This design comes from an exercise in tuning for small area and a short achievable clock period on the open sky130 flow, not from production work.
Function was checked by simulation only, so behaviour that the tests miss may differ from the original.
Power figures rest on the tool's default switching activity, not on a simulated workload.

garnet:
// rv_plic_core
module rv_plic_core #(
  parameter int NumSrc = 186,
  localparam int SRCW  = $clog2(NumSrc),
  localparam int MAX_PRIO = 3,
  localparam int PRIOW = $clog2(MAX_PRIO+1)
) (
  input                     clk_i,
  input                     rst_ni,
  input  [NumSrc-1:0]       intr_src_i,
  input  [NumSrc*PRIOW-1:0] prio_i,
  input  [NumSrc-1:0]       ie_i,
  input  [PRIOW-1:0]        threshold_i,
  input                     claim_i,
  input                     complete_i,
  input  [SRCW-1:0]         complete_id_i,
  output [NumSrc-1:0]       ip_o,
  output                    irq_o,
  output [SRCW-1:0]         irq_id_o
);
Size: ~750 flip-flops, about 950 I/O pins, ~40000 µm² of cells after synthesis.
export LEC_CHECK = 0
export CAP_MARGIN = 20
export CORE_MARGIN = 2
export CORE_UTILIZATION = 40
export SLEW_MARGIN = 20
create_clock -name core_clock -period 12.0 [get_ports {clk_i}]
run.sh (not shown) runs the stock make flow with config.mk's settings and CLKGATE_MAP_FILE= SYNTH_SCRIPT=/design/flow/synth_recipe.tcl, a recipe that flattens the netlist after the stock synthesis.
Setup changes, garnet to violet
==> flow/flow/run.sh (new file) <==
#!/bin/bash
# Layout flow: the standard ORFS flow (standard.sh, with its standard
# synthesis), changed only in how it optimises:
#  - the port buffers that global placement inserts on every input and output
#    are sky130_fd_sc_hd__buf_1 instead of the resizer's default choice;
#  - timing repair aims for a larger setup slack at the same 12 ns clock.
# The SDC (clock period, I/O delays, loads) is the standard flow's, unchanged.
set -euo pipefail
export BUFFER_PORTS_ARGS="-buffer_cell sky130_fd_sc_hd__buf_1"
bash standard.sh SETUP_SLACK_MARGIN=8 finish > make_finish.log 2>&1
==> flow/standard.sh (new file) <==
#!/bin/bash
# synth_recipe.tcl (not shown) runs the flow's synth.tcl, then flattens the netlist and writes it again
# the make line also repeats each setting of config.mk as NAME=value (left out here)
make -C /OpenROAD-flow-scripts/flow DESIGN_CONFIG=/design/flow/config.mk WORK_HOME=/design/flow/orfs CLKGATE_MAP_FILE= SYNTH_SCRIPT=/design/flow/synth_recipe.tcl "${@:-finish}"
removed: flow/run.sh
Notes after the runs:
When the final numbers for violet and garnet were put side by side, the pre-CTS setup slack turned out to be smaller in garnet.
Vias: violet more than garnet
The critical path startpoint comes out ie_i[146] in one run and ie_i[7] in the other, namely in violet and garnet respectively.
Taking garnet as the reference, in violet total power stayed essentially flat; time the final worst path needs with I/O delays and setup decreased 1.15 ns.
[compare] base=garnet new=violet: average detailed-routed wire length per instance saw a decrease, combinational share of power now smaller.

---

Setup of run A:
The RTL this note starts from:
==> flow/design.v <==
module prim_flop_2sync #(
  parameter int               Width      = 16,
  parameter logic [Width-1:0] ResetValue = '0
) (
  input                    clk_i,
  input                    rst_ni,
  input        [Width-1:0] d_i,
  output logic [Width-1:0] q_o
);
  logic [Width-1:0] intq;
  always_ff @(posedge clk_i or negedge rst_ni) begin
    if (!rst_ni) begin
      intq <= ResetValue;
      q_o  <= ResetValue;
    end else begin
      intq <= d_i;
      q_o  <= intq;
    end
  end
endmodule
module prim_max_tree #(
  parameter int NumSrc = 32,
  localparam int SrcWidth = $clog2(NumSrc)
) (
  input        [NumSrc-1:0]   req_i,
  output logic                any_o,
  output logic [SrcWidth-1:0] idx_o
);
  localparam int NumLevels = SrcWidth;
  localparam int NumNodes  = 2**(NumLevels+1)-1;
  logic [NumNodes-1:0]               any_tree;
  logic [NumNodes-1:0][SrcWidth-1:0] idx_tree;
  for (genvar level = 0; level < NumLevels+1; level++) begin : gen_tree
    localparam int Base0 = (2**level)-1;
    localparam int Base1 = (2**(level+1))-1;
    for (genvar offset = 0; offset < 2**level; offset++) begin : gen_level
      localparam int Pa = Base0 + offset;
      localparam int C0 = Base1 + 2*offset;
      localparam int C1 = Base1 + 2*offset + 1;
      if (level == NumLevels) begin : gen_leafs
        if (offset < NumSrc) begin : gen_assign
          assign any_tree[Pa] = req_i[offset];
        end else begin : gen_tie_off
          assign any_tree[Pa] = 1'b0;
        end
        assign idx_tree[Pa] = '0;
      end else begin : gen_nodes
        assign any_tree[Pa] = any_tree[C0] | any_tree[C1];
        if (level < NumLevels - 1) begin : gen_mux
          assign idx_tree[Pa][NumLevels-level-2:0] =
              idx_tree[C0][NumLevels-level-2:0] |
              (idx_tree[C1][NumLevels-level-2:0] & {(NumLevels-level-1){~any_tree[C0]}});
        end
        assign idx_tree[Pa][NumLevels-level-1] = ~any_tree[C0] & any_tree[C1];
        if (level > 0) begin : gen_zero
          assign idx_tree[Pa][SrcWidth-1:NumLevels-level] = '0;
        end
      end
    end
  end
  assign any_o = any_tree[0];
  assign idx_o = idx_tree[0];
endmodule
module rv_plic_gateway #(
  parameter int N_SOURCE = 32,
  parameter int IDW      = 5
) (
  input clk_i,
  input rst_ni,
  input [N_SOURCE-1:0] src_i,
  input           claim_i,
  input [IDW-1:0] claim_id_i,
  input           complete_i,
  input [IDW-1:0] complete_id_i,
  output logic [N_SOURCE-1:0] ip_o
);
  localparam int LoW = 4;
  localparam int HiW = IDW - LoW;
  localparam int NLo = 2**LoW;
  localparam int NHi = (N_SOURCE + NLo - 1) / NLo;
  logic [NHi-1:0] claim_hi, comp_hi;
  logic [NLo-1:0] claim_lo, comp_lo;
  always_comb begin
    for (int h = 0; h < NHi; h++) begin
      claim_hi[h] = claim_i    & (claim_id_i[IDW-1:LoW]    == HiW'(h));
      comp_hi[h]  = complete_i & (complete_id_i[IDW-1:LoW] == HiW'(h));
    end
    for (int l = 0; l < NLo; l++) begin
      claim_lo[l] = (claim_id_i[LoW-1:0]    == LoW'(l));
      comp_lo[l]  = (complete_id_i[LoW-1:0] == LoW'(l));
    end
  end
  logic [N_SOURCE-1:0] ia;
  logic [N_SOURCE-1:0] ip_d, ia_d;
  always_comb begin
    for (int s = 0; s < N_SOURCE; s++) begin
      ip_d[s] = ip_o[s] ? ~(claim_hi[s/NLo] & claim_lo[s%NLo]) : (src_i[s] & ~ia[s]);
      ia_d[s] = ia[s] ? (ip_o[s] | ~(comp_hi[s/NLo] & comp_lo[s%NLo])) : src_i[s];
    end
  end
  always_ff @(posedge clk_i or negedge rst_ni) begin
    if (!rst_ni) begin
      ip_o <= '0;
      ia   <= '0;
    end else begin
      ip_o <= ip_d;
      ia   <= ia_d;
    end
  end
endmodule
module rv_plic_target #(
  parameter int N_SOURCE = 32,
  parameter int MAX_PRIO = 3,
  localparam int SrcWidth  = $clog2(N_SOURCE),
  localparam int PrioWidth = $clog2(MAX_PRIO+1)
) (
  input clk_i,
  input rst_ni,
  input [N_SOURCE-1:0]  ip_i,
  input [N_SOURCE-1:0]  ie_i,
  input [N_SOURCE*PrioWidth-1:0] prio_i,
  input [PrioWidth-1:0]          threshold_i,
  output logic                irq_o,
  output logic [SrcWidth-1:0] irq_id_o
);
  localparam int NLev = MAX_PRIO + 1;
  logic [NLev-1:0][N_SOURCE-1:0] ge;    
  always_comb begin
    for (int k = 0; k < NLev; k++) begin
      for (int s = 0; s < N_SOURCE; s++) begin
        ge[k][s] = ip_i[s] & ie_i[s] & (prio_i[s*PrioWidth +: PrioWidth] >= PrioWidth'(k));
      end
    end
  end
  logic [NLev-1:0]               any;
  logic [NLev-1:0][SrcWidth-1:0] idx;
  for (genvar k = 0; k < NLev; k++) begin : gen_level
    prim_max_tree #(
      .NumSrc(N_SOURCE)
    ) u_prim_max_tree (
      .req_i(ge[k]),
      .any_o(any[k]),
      .idx_o(idx[k])
    );
  end
  logic                irq_d;
  logic [SrcWidth-1:0] irq_id_d;
  always_comb begin
    irq_id_d = idx[0];
    for (int k = 1; k < NLev; k++) begin
      if (any[k]) irq_id_d = idx[k];
    end
    irq_d = 1'b0;
    for (int k = 1; k < NLev; k++) begin
      if (threshold_i == PrioWidth'(k-1)) irq_d = any[k];
    end
  end
  always_ff @(posedge clk_i or negedge rst_ni) begin
    if (!rst_ni) begin
      irq_o    <= 1'b0;
      irq_id_o <= '0;
    end else begin
      irq_o    <= irq_d;
      irq_id_o <= irq_id_d;
    end
  end
endmodule
module rv_plic_core #(
  parameter int NumSrc = 186,
  localparam int SRCW  = $clog2(NumSrc),
  localparam int MAX_PRIO = 3,
  localparam int PRIOW = $clog2(MAX_PRIO+1)
) (
  input                     clk_i,
  input                     rst_ni,
  input  [NumSrc-1:0]       intr_src_i,
  input  [NumSrc*PRIOW-1:0] prio_i,
  input  [NumSrc-1:0]       ie_i,
  input  [PRIOW-1:0]        threshold_i,
  input                     claim_i,
  input                     complete_i,
  input  [SRCW-1:0]         complete_id_i,
  output [NumSrc-1:0]       ip_o,
  output                    irq_o,
  output [SRCW-1:0]         irq_id_o
);
  logic [NumSrc-1:0] ip;
  logic [NumSrc-1:0] intr_src_synced;
  assign ip_o = ip;
  prim_flop_2sync #(
    .Width(NumSrc)
  ) u_prim_flop_2sync (
    .clk_i,
    .rst_ni,
    .d_i(intr_src_i),
    .q_o(intr_src_synced)
  );
  rv_plic_gateway #(
    .N_SOURCE   (NumSrc),
    .IDW        (SRCW)
  ) u_gateway (
    .clk_i,
    .rst_ni,
    .src_i         (intr_src_synced),
    .claim_i       (claim_i),
    .claim_id_i    (irq_id_o),
    .complete_i    (complete_i),
    .complete_id_i (complete_id_i),
    .ip_o          (ip)
  );
  rv_plic_target #(
    .N_SOURCE    (NumSrc),
    .MAX_PRIO    (MAX_PRIO)
  ) u_target (
    .clk_i,
    .rst_ni,
    .ip_i        (ip),
    .ie_i        (ie_i),
    .prio_i      (prio_i),
    .threshold_i (threshold_i),
    .irq_o       (irq_o),
    .irq_id_o    (irq_id_o)
  );
endmodule
Settings: LEC_CHECK=0, ABC_AREA=1, CAP_MARGIN=20, CORE_MARGIN=2, CORE_UTILIZATION=40, SLEW_MARGIN=20, TNS_END_PERCENT=5; clock period 12.0 ns.
standard.sh (not shown) runs the stock make flow with config.mk's settings and CLKGATE_MAP_FILE= SYNTH_SCRIPT=/design/flow/synth_recipe.tcl, a recipe that flattens the netlist after the stock synthesis.
==> flow/flow/run.sh <==
#!/bin/bash
# Layout flow: the standard ORFS flow (standard.sh, with its standard
# synthesis), changed only in how it optimises:
#  - the port buffers that global placement inserts on every input and output
#    are sky130_fd_sc_hd__buf_1 instead of the resizer's default choice;
#  - clock tree synthesis clusters up to 20 flip-flops within 120 um per leaf
#    buffer and inserts no dummy loads;
#  - timing repair aims for a larger setup slack at the same 12 ns clock,
#    on the worst 5% of endpoints (TNS_END_PERCENT in config.mk).
# The SDC (clock period, I/O delays, loads) is the standard flow's, unchanged.
set -euo pipefail
export BUFFER_PORTS_ARGS="-buffer_cell sky130_fd_sc_hd__buf_1"
export CTS_ARGS="-sink_clustering_enable -repair_clock_nets -dont_use_dummy_load -sink_clustering_size 20 -sink_clustering_max_diameter 120"
bash standard.sh SETUP_SLACK_MARGIN=8.75 finish > make_finish.log 2>&1
Every stage of the flow completed for run A, and the final layout passed the timing, design-rule and antenna checks.
Edits applied to the flow inputs when going from run A to run B:
- clearing TNS_END_PERCENT, which used to be 5
==> flow/flow/run.sh <==
#!/bin/bash
# Layout flow: the standard ORFS flow (standard.sh, with its standard
# synthesis), changed only in how it optimises:
#  - the port buffers that global placement inserts on every input and output
#    are sky130_fd_sc_hd__buf_1 instead of the resizer's default choice;
#  - clock tree synthesis clusters up to 20 flip-flops within 120 um per leaf
#    buffer and inserts no dummy loads;
#  - timing repair aims for a larger setup slack at the same 12 ns clock.
# The SDC (clock period, I/O delays, loads) is the standard flow's, unchanged.
set -euo pipefail
export BUFFER_PORTS_ARGS="-buffer_cell sky130_fd_sc_hd__buf_1"
export CTS_ARGS="-sink_clustering_enable -repair_clock_nets -dont_use_dummy_load -sink_clustering_size 20 -sink_clustering_max_diameter 120"
bash standard.sh SETUP_SLACK_MARGIN=8.25 finish > make_finish.log 2>&1
Findings:
Going from run A to run B, count of buffer and inverter cells on the critical path went up 1; sequential share of layout area picked up an extra 0.66 points; number of global-route vias before repair went down; cell internal power dissipation shows a reduction of about 1.8%.
Lower share of cell area taken by multi-input logic gates among run B and run A: run A
Overall power after layout, run B vs run A: down slightly
Going from run A to run B, the post-layout utilization of the core was found to have gone down by 0.91 points.
Run B ended up with ie_i[80] as its start point of the critical path; run A ended up with ie_i[184].
From run A to run B the numbers moved as follows: hold slack lower; combinational power lower.
Comparing instance count on the critical path for run B and run A, the bigger number came from run B.
Edits applied to the flow inputs when going from run B to run C:
diff --git a/flow/flow/run.sh b/flow/flow/run.sh
--- a/flow/flow/run.sh
+++ b/flow/flow/run.sh
@@ -6,8 +6,10 @@
 #  - clock tree synthesis clusters up to 20 flip-flops within 120 um per leaf
 #    buffer and inserts no dummy loads;
-#  - timing repair aims for a larger setup slack at the same 12 ns clock.
+#  - timing repair up to clock tree synthesis aims for a larger setup slack at
+#    the same 12 ns clock; the repair after global routing aims lower.
 # The SDC (clock period, I/O delays, loads) is the standard flow's, unchanged.
 set -euo pipefail
 export BUFFER_PORTS_ARGS="-buffer_cell sky130_fd_sc_hd__buf_1"
 export CTS_ARGS="-sink_clustering_enable -repair_clock_nets -dont_use_dummy_load -sink_clustering_size 20 -sink_clustering_max_diameter 120"
-bash standard.sh SETUP_SLACK_MARGIN=8.25 finish > make_finish.log 2>&1
+bash standard.sh SETUP_SLACK_MARGIN=8.25 cts > make_cts.log 2>&1
+bash standard.sh SETUP_SLACK_MARGIN=7.5 finish > make_finish.log 2>&1
[summary]
On detailed router's first-iteration violation count: between run C and run B, it ends up lower for run B.
| final area | higher: run B |
Power in sequential cells across run C and run B: no real change.
Internal power consumption: run C and run B compared, higher one is run B
Run C reports its highest-delay cell along the critical path as sky130_fd_sc_hd__nor3_1 while run B reports sky130_fd_sc_hd__nand2_1.
Looking at detailed-route via count, run C sits 624 lower than run B does.
Run comparison: run C launching instance or port of the critical path ie_i[157]; run B launching instance or port of the critical path ie_i[80]
Between run C and run B, the total chip power is higher for run B.
Run C: worst setup slack lower than run B
Re remaining design rule violation count: no difference whatsoever between run C and run B.
From run C to run B, total global routing overflow did not move at all.
Relative to run B, multi-input gate share of the layout cell area decreased by 0.70 points in run C.
Edits applied to the flow inputs when going from run C to run D:
- putting TNS_END_PERCENT at 5 where nothing was set
==> flow/flow/run.sh <==
#!/bin/bash
# Layout flow: the standard ORFS flow (standard.sh, with its standard
# synthesis), changed only in how it optimises:
#  - the port buffers that global placement inserts on every input and output
#    are sky130_fd_sc_hd__buf_1 instead of the resizer's default choice;
#  - clock tree synthesis clusters up to 20 flip-flops within 120 um per leaf
#    buffer and inserts no dummy loads;
#  - timing repair aims for a larger setup slack at the same 12 ns clock,
#    on the worst 5% of endpoints (TNS_END_PERCENT in config.mk).
# The SDC (clock period, I/O delays, loads) is the standard flow's, unchanged.
set -euo pipefail
export BUFFER_PORTS_ARGS="-buffer_cell sky130_fd_sc_hd__buf_1"
export CTS_ARGS="-sink_clustering_enable -repair_clock_nets -dont_use_dummy_load -sink_clustering_size 20 -sink_clustering_max_diameter 120"
bash standard.sh SETUP_SLACK_MARGIN=8.5 finish > make_finish.log 2>&1
[summary]
- Every run in the comparison, run C and run D, completed the flow with a clean layout.
- Between run C and run D, fraction of cell area in non-clock buffers is lower for run C, run D comes in above that.
- For the count of instances resized after the clock tree is built, run D came in 59 lower than run C did.
- Looking at end-of-flow core utilization across run C and run D, the one that comes out lower is run C.
- Wire length of run D falls short of that of run C slightly.
- Delta (run D minus run C): routed wire length on met2 now sits at about the same level, peak supply drop held steady, flip-flop and latch share of the layout cell area fell by 0.82 points, number of enable-type register cells in the synthesized netlist shows no meaningful change.
The following lists how run E was set up differently from run D:
- clearing TNS_END_PERCENT, which used to be 5
==> flow/flow/run.sh <==
#!/bin/bash
# Layout flow: the standard ORFS flow (standard.sh, with its standard
# synthesis), changed only in how it optimises:
#  - the port buffers that global placement inserts on every input and output
#    are sky130_fd_sc_hd__buf_1 instead of the resizer's default choice;
#  - timing repair aims for a larger setup slack at the same 12 ns clock.
# The SDC (clock period, I/O delays, loads) is the standard flow's, unchanged.
set -euo pipefail
export BUFFER_PORTS_ARGS="-buffer_cell sky130_fd_sc_hd__buf_1"
bash standard.sh SETUP_SLACK_MARGIN=8 finish > make_finish.log 2>&1
==> summary.txt <==
- Run E was carried through to the last stage, and its layout satisfied the timing, design-rule and antenna checks.
- Run E against run D: required time of the worst setup path dropped 2.93 ns; multi-input combinational area share decreased by 2.2 points relative to the old numbers.
- Share of power burned in the clock network: run E > run D
- Going from run D to run E, final non-filler cell area ~0 delta; number of global-route vias before repair +1099.
- Comparing run E and run D, the lower clock buffer instance count of the final layout is on run D.
- Between run D and run E, total wire length after detailed routing increased.

## separate check: timing with driven ports
Ports are ideal in the flow. The routed layouts listed here were re-timed in OpenROAD.
Step 1 sets driving cells, clkbuf_16 on the clock port and buf_2 on the other inputs (assumed; they add their load-dependent delay and slew).
Step 2, shift: input delay + t, output delay - t, t = (earliest + latest rising clock arrival at the registers) / 2. This alone moves slack from input paths to output paths.
a / b / c = ideal ports / drivers / drivers and shift; a / b = the first two.
run	t (ns)	setup WS [ns]	worst setup path at the end	worst slew at a driven data input, ns
garnet	0.706	6.249 / 6.300 / 5.594	input to register	0.22
violet	0.693	7.399 / 7.444 / 6.751	input to register	0.22
run A	0.719	8.255 / 8.207 / 7.563	input to register	0.26
run B	0.709	8.192 / 8.188 / 7.507	input to register	0.21
run C	0.710	8.078 / 8.126 / 7.416	input to register	0.21
run D	0.715	8.209 / 8.144 / 7.547	input to register	0.19
run E	0.762	8.030 / 7.950 / 7.378	input to register	0.21
After both steps every run listed still meets setup and hold. The setup slack of run A, which loses most, moves by -0.048 ns with the drivers and by -0.692 ns with both steps.
